Source: an optimization exercise on an open RTL-to-GDS flow (aim: small area, a short achievable clock period and few clock cycles). Production flows keep margins and buffers that such runs may drop. RTL that was checked went through simulation tests only; none was proved equivalent to the original. Power is estimated from default activity; no workload was simulated.

Setup of rev 12:
// lampFPU_top
module lampFPU_top (
	clk, rst,
	flush_i, padv_i,
	opcode_i, rndMode_i, op1_i, op2_i,
	result_o, isResultValid_o, isReady_o
);
For scale: roughly 4,500 cells after synthesis, ~91 I/O pins, roughly 0.026 sq mm of cells after synthesis.
==> flow/config.mk <==
export PLATFORM = sky130hd
export DESIGN_NAME = lampFPU_top
export DESIGN_NICKNAME = lampFPU_top
export VERILOG_FILES = /design/flow/design.v
export SDC_FILE = /design/flow/constraint.sdc
export NUM_CORES = 4
export LEC_CHECK = 0
export ABC_AREA = 1
export CAP_MARGIN = 20
export CORE_MARGIN = 2
export CORE_UTILIZATION = 40
export SETUP_SLACK_MARGIN = 5
export SLEW_MARGIN = 20
==> flow/constraint.sdc <==
create_clock -name core_clock -period 15.0 [get_ports {clk}]
set_input_delay 3.0000 -clock core_clock [delete_from_list [all_inputs] [get_ports {clk}]]
set_output_delay 3.0000 -clock core_clock [all_outputs]
set_load 0.01 [all_outputs]
run.sh (not shown) runs the stock make flow with config.mk's settings and CLKGATE_MAP_FILE= SYNTH_SCRIPT=/design/flow/synth_recipe.tcl, a recipe that flattens the netlist after the stock synthesis.
Rev 12: flow completed, timing, DRC and antenna clean
Testbench counts of rev 12, summed over its fixed seeds: cycles 20,075.
What rev 13 does differently from rev 12 at the input level:
--- a/flow/design.v
+++ b/flow/design.v
@@ -245,41 +245,41 @@
 		else if (isNaN2)
 			as_specSign	= s2;
 		else if (isInf1 & isInf2 & (s1 ^ s2 ^ isSub))
 			as_specSign	= 1'b1;
 		else if (isInf1)
 			as_specSign	= s1;
 		else
 			as_specSign	= s2 ^ isSub;
 	end
 	logic	[9:0]	md_et, md_en;
-	logic	[16:0]	md_b;
-	logic	[24:0]	md_x;
+	logic	[19:0]	md_b;
+	logic	[27:0]	md_x;
 	logic	[19:0]	dv_r;
 	logic	[6:0]	dv_idx;
 	assign dv_idx = N2[6:0];
 	assign dv_r = {DIVR_B19[dv_idx], DIVR_B18[dv_idx], DIVR_B17[dv_idx], DIVR_B16[dv_idx],
 				DIVR_B15[dv_idx], DIVR_B14[dv_idx], DIVR_B13[dv_idx], DIVR_B12[dv_idx],
 				DIVR_B11[dv_idx], DIVR_B10[dv_idx], DIVR_B9[dv_idx], DIVR_B8[dv_idx],
 				DIVR_B7[dv_idx], DIVR_B6[dv_idx], DIVR_B5[dv_idx], DIVR_B4[dv_idx],
 				DIVR_B3[dv_idx], DIVR_B2[dv_idx], DIVR_B1[dv_idx], DIVR_B0[dv_idx]};
 	logic	[3:0]	md_nlzs;
 	logic	[9:0]	md_kmu, md_kdu;
 	logic	[4:0]	md_k;
 	always_comb
 	begin
 		if (dv_pend)
 			md_et	= 10'd127 + {1'b0, E1} + nlz2 - nlz1 - {1'b0, E2};
 		else
 			md_et	= {1'b0, E1} + {1'b0, E2} - 10'd127 - nlz1 - nlz2;
 		md_en	= 10'd0 - md_et;
-		md_b	= dv_pend ? d_r[16:0] : {9'b0, F2};
+		md_b	= dv_pend ? d_r[19:0] : {12'b0, F2};
 		md_x	= F1 * md_b;
 		md_nlzs	= nlz1 + nlz2;
 		md_kmu	= 10'd142 - {1'b0, E1} - {1'b0, E2};
 		md_kdu	= {1'b0, E2} - {1'b0, E1} - nlz2 - 10'd113;
 	end
 	logic	[9:0]	sq_d;
 	logic	[7:0]	sq_epre, sq_e;
 	logic	[9:0]	sq_t;
 	logic	[8:0]	sq_idx;
 	assign sq_idx = {isInvSqrt, E1[0] & ~nlz1[0], N1[6:0]};
@@ -447,21 +447,21 @@
 			s_n		= s1;
 			e_n		= {2'b0, sq_epre};
 		end
 		else if (c_i2f)
 		begin
 			sp		= ~(|op1_i);
 			spZero	= 1'b1;
 			s_n		= op1_i[31];
 		end
 		d_n		= ({32{c_as}} & {20'b0, as_fInit})
-				| ({32{c_md}} & ((isDiv & ~dv_pend) ? {15'b0, dv_r[19:3]} : {7'b0, md_x}))
+				| ({32{c_md}} & ((isDiv & ~dv_pend) ? {12'b0, dv_r} : {4'b0, md_x}))
 				| ({32{c_sq}} & {22'b0, sq_t})
 				| ({32{c_i2f}} & ((op1_i ^ {32{op1_i[31]}}) + {31'b0, op1_i[31]}))
 				| ({32{c_f2i}} & fi_sh[34:3])
 				| ({32{c_cmp}} & {31'b0, cm_res});
 	end
 	always_ff @(posedge clk)
 	begin
 		if (~isResultValid_o)
 		begin
 			c_as_r		<=	c_as;
@@ -545,21 +545,21 @@
 		end
 	end
 	logic	[15:0]	md_m, md_msh;
 	logic	[29:0]	md_v;
 	logic	[9:0]	md_e;
 	logic			md_ls, md_st;
 	logic	[11:0]	md_fi, md_f;
 	logic	[8:0]	md_e9;
 	always_comb
 	begin
-		md_v	= isDiv_r ? {2'b0, d_r[24:0], 3'b0} : {d_r[15:0], 14'b0};
+		md_v	= isDiv_r ? {2'b0, d_r[27:0]} : {d_r[15:0], 14'b0};
 		md_msh	= 16'(md_v >> md_k_r);
 		md_ls	= isDiv_r & ~md_msh[14];
 		if (md_under_r)
 		begin
 			md_m	= md_zero_r ? 16'b0 : md_msh;
 			md_e	= '0;
 		end
 		else if (md_ge255_r & (~md_ls | md_ge256_r))
 		begin
 			md_m	= '0;
Notes after the runs:
Per the final summary, rev 13 finished and its layout is clean on timing, DRC and antenna. Worst setup path startpoint: op2_i[11] -> rev 12, d_r[10] -> rev 13. Share of the yosys chip area belonging to registers: rev 13 and rev 12 compared, lower one is rev 13. Delta(area after synthesis, rev 13 - rev 12) > 0. Rev 13 against rev 12: pin slew with the least headroom to its limit now smaller, critical path depth has increased, clock skew after layout shows no meaningful change.
Testbench counts of rev 13, summed over its fixed seeds: cycles 20,075.

Another version of the RTL of lampFPU_top (not shown whole).
Size: ~26000 sq um of cells after synthesis.
==> flow/config.mk <==
export PLATFORM = sky130hd
export DESIGN_NAME = lampFPU_top
export DESIGN_NICKNAME = lampFPU_top
export VERILOG_FILES = /design/flow/design.v
export SDC_FILE = /design/flow/constraint.sdc
export NUM_CORES = 4
export LEC_CHECK = 0
export ABC_AREA = 1
export CAP_MARGIN = 20
export CORE_MARGIN = 2
export CORE_UTILIZATION = 40
export SETUP_SLACK_MARGIN = 5
export SLEW_MARGIN = 20
==> flow/constraint.sdc <==
create_clock -name core_clock -period 15.0 [get_ports {clk}]
set_input_delay 3.0000 -clock core_clock [delete_from_list [all_inputs] [get_ports {clk}]]
set_output_delay 3.0000 -clock core_clock [all_outputs]
set_load 0.01 [all_outputs]
standard.sh (not shown) runs the stock make flow with config.mk's settings and CLKGATE_MAP_FILE= SYNTH_SCRIPT=/design/flow/synth_recipe.tcl, a recipe that flattens the netlist after the stock synthesis.
==> flow/flow/run.sh <==
#!/bin/bash
set -euo pipefail
bash standard.sh SETUP_SLACK_MARGIN=6 finish > standard.log 2>&1
Testbench counts at the start, summed over its fixed seeds: cycles 20,075.
Change:
--- a/flow/design.v
+++ b/flow/design.v
@@ -356,19 +356,19 @@
 	always_comb
 	begin
 		c_as	= isAdd | isSub;
 		c_md	= isMul | isDiv;
 		c_i2f	= isI2f;
 		c_sq	= isSqrt | isInvSqrt;
 		c_f2i	= isF2i;
 		c_cmp	= isEq | isLt | isLe;
 		md_under	= md_et[9] | (dv_pend & (md_et == 10'd0));
-		md_zero		= md_et[9] & (md_et < 10'd1013);
+		md_zero		= $signed(md_et) < -10'sd11;
 		if (md_under)
 			md_k	= dv_pend ? md_kdu[4:0] : md_kmu[4:0];
 		else
 			md_k	= dv_pend ? (5'd13 - nlz1) : (5'd14 - md_nlzs);
 		md_ge255	= md_et >= 10'd255;
 		md_ge256	= md_et >= 10'd256;
 		sp		= 1'b0;
 		spSign	= 1'b0;
 		spZero	= 1'b0;
The new run passed the timing, DRC and antenna checks. Synthesized cell count is lower slightly. Fmax falls slightly. Power barely changes. First-iteration DRC count is lower by a few percent. Routed wire length is lower by a few percent. Clock skew came out higher by 0.0054 ns. Global-route usage went down by 0.50 points.
Only the layout flow was run in the second run of this note; the RTL was not checked for function there.

-- port drivers added, routing unchanged --
How much do the figures lean on ideal ports? The routed layouts below were timed once more, with nothing changed but the port constraints. Step 1 sets driving cells, clkbuf_16 on the clock port and buf_2 on the other inputs (assumed; they add their load-dependent delay and slew). Step 2 times the ports against the registers' clock, not the clock port: input delays grow and output delays shrink by t, the midpoint of the rising clock arrivals with the driver on. Three values: no drivers, after step 1, after step 2; two values: the first two.
run | t (ns) | setup WS [ns] | hold slack, ns | clock arrival spread, ns
rev 12 | 0.414 | 5.442 / 5.438 / 5.060 | 0.553 / 0.553 / 0.553 | 0.018 / 0.018
rev 13 | 0.411 | 5.446 / 5.395 / 5.083 | 0.563 / 0.563 / 0.563 | 0.016 / 0.017
the first run of note 2 | 0.422 | 6.252 / 6.197 / 5.880 | 0.514 / 0.514 / 0.514 | 0.018 / 0.018
the second run of note 2 | 0.440 | 6.211 / 6.157 / 5.827 | 0.724 / 0.724 / 0.724 | 0.021 / 0.021
After both steps setup and hold are still met in every run listed. For the second run of note 2, which loses most, drivers alone change the setup slack by -0.054 ns; drivers and shift together by -0.384 ns.
